What follows belongs to an exercise in optimizing a design on an open flow for small area and a short achievable clock period; a production flow would make more cautious choices.
RTL that was checked went through simulation tests only; none was proved equivalent to the original.
Power figures rest on the tool's default switching activity, not on a simulated workload.

Setup of sierra:
==> flow/design.v <==
`timescale 1ns / 1ps
module awstm(
        pps,
        tevt,
        evt,
        rst_n,
        clk
    );
    input pps;
    input [31:0] tevt;
    output [31:0] evt;
    input rst_n;
    input clk;
    reg r_pps;
    reg r_pps_lock;
    reg [14:0] r_k;           
    reg [26:0] r_td;
    reg [16:0] r_awstm;
    reg [30:0] r_tmev_next;
    reg [17:0] r_set_tmev;    
    reg [10:0] r_tcor;
    reg [7:0]  r_tcor_max;    
    wire evt_pps = pps & ~r_pps;
    assign evt = {r_set_tmev[17], 14'd0, r_set_tmev[16:0]};
    wire        low_zero = ~|r_td[18:0];
    wire [6:0]  a = (r_td[25:19] ^ {7{r_td[26]}}) + {6'd0, r_td[26] & low_zero};
    wire [6:0]  t1;
    wire [6:0]  t2;
    assign t1[6] = a[6];
    assign t1[5:0] = a[6:1] | a[5:0];
    assign t2[6] = t1[6];
    assign t2[5:0] = t1[6:1] ^ t1[5:0];
    wire [7:0]  tcm_next = {~(t1[1] & t1[2]), t2[0], t2[1], t2[2], t2[3], t2[4], t2[5], t2[6]};
    wire tcor_ge = r_tcor[10:3] >= r_tcor_max;
    wire [10:0] tcor_next = tcor_ge ? 11'd0 : r_tcor + 11'd1;
    wire cor_eq = (r_tcor == {r_tcor_max, 3'd0});
    wire k_to = r_k[14] & ~r_k[12] & ~r_k[9] & ~r_k[8] & ~r_k[7] & ~r_k[2] & ~r_k[1] & ~r_k[0];
    wire cor = ~aws_wrap & cor_eq;
    wire inc0 = cor_eq & r_td[26];
    wire inc2 = cor_eq & ~r_td[26];
    wire aws_wrap = (&r_awstm[16:15]) & (&r_awstm[10:9]) & r_awstm[7] & (r_awstm[5] | (&r_awstm[4:0]));
    wire        aws_c1 = inc2 | (~cor_eq & r_awstm[0]);
    wire [16:0] aws_sum;
    assign aws_sum[0] = r_awstm[0] ^ ~cor_eq;
    genvar gw;
    generate
        for (gw = 1; gw < 17; gw = gw + 1) begin : g_aws
            if (gw == 1) begin : g1
                assign aws_sum[gw] = r_awstm[gw] ^ aws_c1;
            end else begin : gn
                assign aws_sum[gw] = r_awstm[gw] ^ (aws_c1 & (&r_awstm[gw-1:1]));
            end
        end
    endgenerate
    wire [16:0] aws_next = aws_wrap ? 17'd0 : aws_sum;
    wire [14:0] td_l = r_td[14:0];
    wire [11:0] td_h = r_td[26:15];
    wire [15:0] pk_l = {1'b0, td_l} + {1'b0, r_k};
    wire [11:0] td_h_p = td_h + 12'd1;
    wire [11:0] td_h_m = td_h - 12'd1;
    wire [11:0] pk_h = (r_k[14] == pk_l[15]) ? td_h : (pk_l[15] ? td_h_p : td_h_m);
    wire [14:0] pm_l = td_l + {{14{~r_td[26]}}, 1'b1};
    wire        pm_c = r_td[26] ? (&td_l) : ~|td_l;
    wire [11:0] pm_h = pm_c ? (r_td[26] ? td_h_p : td_h_m) : td_h;
    wire [26:0] td_pk = {pk_h, pk_l[14:0]};
    wire [26:0] td_pm = {pm_h, pm_l};
    wire [16:0] tm_l = r_tmev_next[16:0];
    wire        tm_hz = ~|r_tmev_next[30:17];
    wire        tm_ho = &r_tmev_next[30:17];
    wire        l_ones = &tm_l;
    wire [16:0] e = ~(tm_l ^ r_awstm);
    wire [16:0] q;
    assign q[16:0] = {e[16:1] ^ ~(r_awstm[15:0] | ~tm_l[15:0]), ~e[0]};
    wire        m_eq = tm_hz & (&e);
    wire        m_p1 = (&q) & (l_ones ? tm_ho : tm_hz);
    wire        match = m_eq | m_p1;
    wire        tm_gt = ~tm_hz | (tm_l > 17'd99999);
    wire [17:0] tm_sl = {1'b0, tm_l} + {1'b0, tevt[16:0]};
    wire [17:0] tm_dl = {1'b0, tm_l} + 18'd31073;
    wire [13:0] tm_h = r_tmev_next[30:17];
    wire [13:0] sum_h;
    wire [13:0] sub_h;
    genvar gt;
    generate
        for (gt = 0; gt < 14; gt = gt + 1) begin : g_tmh
            if (gt == 0) begin : g0
                assign sum_h[gt] = tevt[17] ^ tm_sl[17];
                assign sub_h[gt] = tm_h[gt] ^ ~tm_dl[17];
            end else begin : gn
                assign sum_h[gt] = tevt[17+gt] ^ (tm_sl[17] & (&tevt[16+gt:17]));
                assign sub_h[gt] = tm_h[gt] ^ (~tm_dl[17] & ~|tm_h[gt-1:0]);
            end
        end
    endgenerate
    wire [30:0] tm_sum = {sum_h, tm_sl[16:0]};
    wire [30:0] tm_sub = {sub_h, tm_dl[16:0]};
    wire [30:0] tm_keep = tm_gt ? tm_sub : {14'd0, tm_l};
    always @(posedge clk or negedge rst_n) begin
        if (rst_n == 1'b0) begin
            r_pps <= 1'b0;
            r_pps_lock <= 1'b0;
            r_k <= 15'd9999;
            r_td <= 27'd0;
            r_tcor <= 11'd0;
            r_tcor_max <= 8'd128;
            r_awstm <= 17'd0;
            r_tmev_next <= 31'd0;
            r_set_tmev <= 18'd0;
        end else begin
            r_pps <= pps;
            r_tcor_max <= tcm_next;
            r_tcor <= tcor_next;
            if (evt_pps) begin
                r_pps_lock <= 1'b1;
                r_k <= 15'd9999;
            end else if (k_to) begin
                r_pps_lock <= 1'b0;
                r_k <= 15'd4999;
            end else begin
                r_k <= r_k - 15'd1;
            end
            if (cor)
                r_td <= td_pm;
            else if (evt_pps)
                r_td <= td_pk;
            r_awstm <= aws_next;
            if (match)
                r_set_tmev <= {r_pps_lock, r_awstm};
            r_tmev_next <= (match & ~tm_gt) ? tm_sum : tm_keep;
        end
    end
endmodule
clock: 6.0 ns
lec_check: 0
cap_margin: 20
core_margin: 2
core_utilization: 60
cts_buf_list: sky130_fd_sc_hd__clkbuf_8
place_density: 0.75
setup_slack_margin: 3.0
slew_margin: 20
standard.sh (not shown) runs the stock make flow with config.mk's settings and CLKGATE_MAP_FILE= SYNTH_SCRIPT=/design/flow/synth_recipe.tcl, a recipe that flattens the netlist after the stock synthesis.
==> flow/flow/run.sh <==
#!/bin/bash
# Standard ORFS layout; the only change is the cell used to buffer the ports.
set -euo pipefail
bash standard.sh finish "BUFFER_PORTS_ARGS=-buffer_cell sky130_fd_sc_hd__buf_1" > make_finish.log 2>&1
### sierra -> indigo
==> flow/design.v, changed modules only <==
module awstm(
        pps,
        tevt,
        evt,
        rst_n,
        clk
    );
    input pps;
    input [31:0] tevt;
    output [31:0] evt;
    input rst_n;
    input clk;
    reg r_pps;
    reg r_pps_lock;
    reg [14:0] r_k;           
    reg [26:0] r_td;
    reg [16:0] r_awstm;
    reg [30:0] r_tmev_next;   
    reg        r_tmev_hc;
    reg [17:0] r_set_tmev;    
    reg [10:0] r_tcor;
    reg [7:0]  r_tcor_max;    
    wire evt_pps = pps & ~r_pps;
    assign evt = {r_set_tmev[17], 14'd0, r_set_tmev[16:0]};
    wire        low_zero = ~|r_td[18:0];
    wire [6:0]  a = (r_td[25:19] ^ {7{r_td[26]}}) + {6'd0, r_td[26] & low_zero};
    wire [6:0]  t1;
    wire [6:0]  t2;
    assign t1[6] = a[6];
    assign t1[5:0] = a[6:1] | a[5:0];
    assign t2[6] = t1[6];
    assign t2[5:0] = t1[6:1] ^ t1[5:0];
    wire [7:0]  tcm_next = {~(t1[1] & t1[2]), t2[0], t2[1], t2[2], t2[3], t2[4], t2[5], t2[6]};
    wire tcor_ge = r_tcor[10:3] >= r_tcor_max;
    wire [10:0] tcor_next = tcor_ge ? 11'd0 : r_tcor + 11'd1;
    wire cor_eq = (r_tcor == {r_tcor_max, 3'd0});
    wire k_to = r_k[14] & ~r_k[12] & ~r_k[9] & ~r_k[8] & ~r_k[7] & ~r_k[2] & ~r_k[1] & ~r_k[0];
    wire cor = ~aws_wrap & cor_eq;
    wire inc0 = cor_eq & r_td[26];
    wire inc2 = cor_eq & ~r_td[26];
    wire aws_wrap = (&r_awstm[16:15]) & (&r_awstm[10:9]) & r_awstm[7] & (r_awstm[5] | (&r_awstm[4:0]));
    wire        aws_c1 = inc2 | (~cor_eq & r_awstm[0]);
    wire [16:0] aws_sum;
    assign aws_sum[0] = r_awstm[0] ^ ~cor_eq;
    genvar gw;
    generate
        for (gw = 1; gw < 17; gw = gw + 1) begin : g_aws
            if (gw == 1) begin : g1
                assign aws_sum[gw] = r_awstm[gw] ^ aws_c1;
            end else begin : gn
                assign aws_sum[gw] = r_awstm[gw] ^ (aws_c1 & (&r_awstm[gw-1:1]));
            end
        end
    endgenerate
    wire [16:0] aws_next = aws_wrap ? 17'd0 : aws_sum;
    wire [14:0] td_l = r_td[14:0];
    wire [11:0] td_h = r_td[26:15];
    wire [15:0] pk_l = {1'b0, td_l} + {1'b0, r_k};
    wire [11:0] td_h_p = td_h + 12'd1;
    wire [11:0] td_h_m = td_h - 12'd1;
    wire [11:0] pk_h = (r_k[14] == pk_l[15]) ? td_h : (pk_l[15] ? td_h_p : td_h_m);
    wire [14:0] pm_l = td_l + {{14{~r_td[26]}}, 1'b1};
    wire        pm_c = r_td[26] ? (&td_l) : ~|td_l;
    wire [11:0] pm_h = pm_c ? (r_td[26] ? td_h_p : td_h_m) : td_h;
    wire [26:0] td_pk = {pk_h, pk_l[14:0]};
    wire [26:0] td_pm = {pm_h, pm_l};
    wire [16:0] tm_l = r_tmev_next[16:0];
    wire        tm_hz = r_tmev_hc ? (&r_tmev_next[30:17]) : ~|r_tmev_next[30:17];
    wire        tm_ho = r_tmev_hc ? (r_tmev_next[30:17] == 14'h3ffe) : (&r_tmev_next[30:17]);
    wire        l_ones = &tm_l;
    wire [16:0] e = ~(tm_l ^ r_awstm);
    wire [16:0] q;
    assign q[16:0] = {e[16:1] ^ ~(r_awstm[15:0] | ~tm_l[15:0]), ~e[0]};
    wire        m_eq = tm_hz & (&e);
    wire        m_p1 = (&q) & (l_ones ? tm_ho : tm_hz);
    wire        match = m_eq | m_p1;
    wire        tm_gt = ~tm_hz | (tm_l > 17'd99999);
    wire [17:0] tm_sl = {1'b0, tm_l} + {1'b0, tevt[16:0]};
    wire [17:0] tm_dl = {1'b0, tm_l} + 18'd31073;
    wire [13:0] tm_h = r_tmev_next[30:17];
    wire [13:0] sub_h;
    genvar gt;
    generate
        for (gt = 0; gt < 14; gt = gt + 1) begin : g_tmh
            if (gt == 0) begin : g0
                assign sub_h[gt] = tm_h[gt] ^ ~tm_dl[17];
            end else begin : gn
                assign sub_h[gt] = tm_h[gt] ^ (~tm_dl[17] & ~|tm_h[gt-1:0]);
            end
        end
    endgenerate
    wire        tm_add = match & ~tm_gt;
    wire [30:0] tm_sum = {tevt[30:17], tm_sl[16:0]};
    wire [30:0] tm_sub = {sub_h, tm_dl[16:0]};
    wire [30:0] tm_keep = tm_gt ? tm_sub : {14'd0, tm_l};
    always @(posedge clk or negedge rst_n) begin
        if (rst_n == 1'b0) begin
            r_pps <= 1'b0;
            r_pps_lock <= 1'b0;
            r_k <= 15'd9999;
            r_td <= 27'd0;
            r_tcor <= 11'd0;
            r_tcor_max <= 8'd128;
            r_awstm <= 17'd0;
            r_tmev_next <= 31'd0;
            r_tmev_hc <= 1'b0;
            r_set_tmev <= 18'd0;
        end else begin
            r_pps <= pps;
            r_tcor_max <= tcm_next;
            r_tcor <= tcor_next;
            if (evt_pps) begin
                r_pps_lock <= 1'b1;
                r_k <= 15'd9999;
            end else if (k_to) begin
                r_pps_lock <= 1'b0;
                r_k <= 15'd4999;
            end else begin
                r_k <= r_k - 15'd1;
            end
            if (cor)
                r_td <= td_pm;
            else if (evt_pps)
                r_td <= td_pk;
            r_awstm <= aws_next;
            if (match)
                r_set_tmev <= {r_pps_lock, r_awstm};
            r_tmev_next <= tm_add ? tm_sum : tm_keep;
            r_tmev_hc <= tm_add ? tm_sl[17] : (tm_gt & r_tmev_hc);
        end
    end
endmodule
Notes after the runs:
- Summary of indigo over sierra: fmax now smaller; power share of the combinational group now smaller.
- Re layout sequential cell count: sierra was lower than indigo.
- Diff sierra -> indigo: overall power went down 2.6%, actual slew at the worst max-slew pin now larger.
- The length of routed wiring on met1 reported for indigo is greater than that of sierra by 1.6%.
- STATUS post-route cell area: indigo wins against sierra
- Measured against sierra, the multi-input combinational cell count of indigo comes out at 0.937 times the reference value.
- indigo against sierra; filler-free cell count of the finished design is down by a few percent.
- Against sierra, indigo reports a sequential share of layout area that is higher.
- Going from sierra to indigo, clock skew climbed 0.0051 ns; worst path buffer plus inverter count barely changed.
Only the layout flow was run in indigo; the RTL was not checked for function there.

-- static timing again, ports no longer ideal --
No port has a modelled driver above. Below, the same layouts with a new extraction and two added sets of constraints. Step 1, drivers: a clkbuf_16 drives clk and a buf_2 each remaining input, both assumed. Step 2, shift: input delay + t, output delay - t, t = (earliest + latest rising clock arrival at the registers) / 2. This alone moves slack from input paths to output paths. a / b / c = ideal ports / drivers / drivers and shift; a / b = the first two.
| run | t, ns | slack for setup (ns) | worst setup path after step 2 | slew at the worst register clock pin (ns) | worst slew at a driven data input, ns |
|---|---|---|---|---|---|
| sierra | 0.497 | 3.045 / 3.054 / 2.566 | input to register | 0.08 / 0.08 | 0.03 |
| indigo | 0.495 | 3.009 / 3.013 / 2.518 | input to register | 0.09 / 0.09 | 0.05 |
After both steps setup and hold are still met in every run listed. For indigo, which loses most, drivers alone change the setup slack by +0.004 ns; drivers and shift together by -0.491 ns.
